This design comes from an exercise in tuning for a short achievable clock period and few clock cycles on the open sky130 flow, not from production work. Only simulation tests tie the RTL to the original design; equivalence was not proved.

// fp_add
module fp_add (
  input  logic        clk,
  input  logic        rst,
  input  logic        in_vld,
  input  logic [31:0] a,
  input  logic [31:0] b,
  output logic        sum_vld,
  output logic [31:0] sum
);
For scale: ~2600 cells after synthesis, ~0.021 mm^2 of cells after synthesis.
Settings: LEC_CHECK=0, CAP_MARGIN=20, CORE_MARGIN=2, CORE_UTILIZATION=40, PLACE_DENSITY=0.6, SETUP_SLACK_MARGIN=5, SLEW_MARGIN=20, SYNTH_HIERARCHICAL=1; clock period 10.0 ns.
run.sh (not shown) runs the stock make flow with config.mk's settings and CLKGATE_MAP_FILE= SYNTH_SCRIPT=/design/flow/synth_recipe.tcl, a recipe that flattens the netlist after the stock synthesis.
Testbench counts at the start, summed over its fixed seeds: cycles 80,000.
Rerun with:
==> flow/flow/run.sh (new file) <==
#!/bin/bash
# Standard layout with two changes: the port buffers are a plain buffer cell
# (sky130_fd_sc_hd__buf_4) instead of the delay cell buffer_ports picks by
# default, and synthesis leaves adders to abc as plain gates instead of
# mapping them to the library's half- and full-adder cells. The make output
# is kept in flow.log.
set -euo pipefail
export BUFFER_PORTS_ARGS="-buffer_cell sky130_fd_sc_hd__buf_4"
export ADDER_MAP_FILE=
bash standard.sh > flow.log 2>&1
==> flow/standard.sh (new file) <==
#!/bin/bash
# synth_recipe.tcl (not shown) runs the flow's synth.tcl, then flattens the netlist and writes it again
# the make line also repeats each setting of config.mk as NAME=value (left out here)
make -C /OpenROAD-flow-scripts/flow DESIGN_CONFIG=/design/flow/config.mk WORK_HOME=/design/flow/orfs CLKGATE_MAP_FILE= SYNTH_SCRIPT=/design/flow/synth_recipe.tcl "${@:-finish}"
removed: flow/run.sh
The changed run completed with no timing, DRC or antenna violations.
Worst setup slack degrades by 0.063 ns.
Final area falls slightly.
Via count rises by a few percent.
Routed wire length rises by a few percent.
Non-clock buffer count falls by 25.
Synthesized area rises slightly.

Setup of garnet:
Another version of the RTL of fp_add (not shown whole).
For scale: about 3,100 cells after synthesis.
clock: 10.0 ns
lec_check: 0
cap_margin: 20
core_margin: 2
core_utilization: 40
place_density: 0.6
setup_slack_margin: 5
slew_margin: 20
synth_hierarchical: 1
standard.sh (not shown) runs the stock make flow with config.mk's settings and CLKGATE_MAP_FILE= SYNTH_SCRIPT=/design/flow/synth_recipe.tcl, a recipe that flattens the netlist after the stock synthesis.
==> flow/flow/run.sh <==
#!/bin/bash
# Standard layout, with the port buffers made from a plain buffer cell
# (sky130_fd_sc_hd__buf_4) instead of the delay cell buffer_ports picks by
# default. The make output is kept in flow.log.
set -euo pipefail
export BUFFER_PORTS_ARGS="-buffer_cell sky130_fd_sc_hd__buf_4"
bash standard.sh > flow.log 2>&1
Testbench counts of garnet, summed over its fixed seeds: cycles 80,000.
Changes in tundra relative to garnet:
==> flow/flow/run.sh <==
#!/bin/bash
# Standard layout with two changes:
# - the port buffers are a plain buffer cell (sky130_fd_sc_hd__buf_4)
#   instead of the delay cell buffer_ports picks by default;
# - synthesis maps with abc_speed.script here (delay-targeted mapping and
#   sizing) in place of ORFS's; every other ORFS script is used unchanged,
#   from a copy of ORFS's scripts folder.
# The make output is kept in flow.log.
set -euo pipefail
here=$(pwd)
rm -rf "$here/scripts"
cp -r "$FLOW_HOME/scripts" "$here/scripts"
cp "$here/flow/abc_speed.script" "$here/scripts/abc_speed.script"
export SCRIPTS_DIR="$here/scripts"
export BUFFER_PORTS_ARGS="-buffer_cell sky130_fd_sc_hd__buf_4"
bash standard.sh > flow.log 2>&1
==> flow/flow/abc_speed.script (new file) <==
strash
dch -f
map -p -D 1000
buffer -c
topo
stime -c
upsize -c -D 1000
dnsize -c -D 1000
## What came out
tundra finished end to end and its layout was clean on timing, DRC and antenna. When tundra is set beside garnet, its post-CTS setup buffer count turns out to be 33% smaller. Looking only at proportion of cell area occupied by multi-input gates, and setting everything else aside, the higher value of garnet and tundra goes to tundra. Diff garnet -> tundra: netlist area before placement picked up an extra 11%; die area saw an increase; sequential share of layout area lost 0.56 points.
### tundra -> quartz
==> flow/flow/run.sh <==
#!/bin/bash
# Standard layout with two changes: the port buffers are a plain buffer cell
# (sky130_fd_sc_hd__buf_4) instead of the delay cell buffer_ports picks by
# default, and timing repair may resize a cell to one of another width
# (MATCH_CELL_FOOTPRINT=0; the platform sets 1). The make output is kept in
# flow.log.
set -euo pipefail
export BUFFER_PORTS_ARGS="-buffer_cell sky130_fd_sc_hd__buf_4"
bash standard.sh MATCH_CELL_FOOTPRINT=0 finish > flow.log 2>&1
removed: flow/flow/abc_speed.script
- quartz: flow completed, timing, DRC and antenna clean
- The maximum clock frequency of quartz is higher than that of tundra.
- Cell count ends up lower on quartz.
- Comparing quartz against tundra, there is no change at all in final global-route overflow total.
- Number of multi-input combinational cells for quartz is lower than for tundra.
- On total area of sequential cells, quartz and tundra are basically level.
- | via count | quartz vs tundra | 3,507 lower |
- Note that the area of the mapped netlist recorded for tundra amounts to 1.11 times the value seen in quartz.

-- static timing again, ports no longer ideal --
The flow's constraints put no driver on any port. The routed layouts listed below were extracted and timed again, unchanged, in two steps. Step 1 (the two cells are an assumption about what drives the block):
set clk [get_ports {clk}]
set_driving_cell -lib_cell sky130_fd_sc_hd__clkbuf_16 $clk
set_driving_cell -lib_cell sky130_fd_sc_hd__buf_2 [delete_from_list [all_inputs] $clk]
Step 2 adds t to the input delays and takes it off the output delays; t is the mean of the earliest and latest rising clock arrival at the registers after step 1. Input paths then give back, and output paths get back, about the clock's delay inside the block. Three values: ideal, step 1, step 2; two values: the first two.
run	t (ns)	setup slack, ns	worst setup path after step 2	worst slew at a driven data input, ns
the first run of note 1	0.589	4.759 / 4.705 / 4.360	input to register	0.04
the second run of note 1	0.598	4.696 / 4.642 / 4.271	input to register	0.14
garnet	0.496	4.987 / 4.955 / 4.500	input to register	0.06
tundra	0.493	4.828 / 4.839 / 4.346	input to register	0.05
quartz	0.496	4.960 / 4.974 / 4.478	input to register	0.06
After both steps every run listed still meets setup and hold. The setup slack of garnet, which loses most, moves by -0.032 ns with the drivers and by -0.487 ns with both steps.
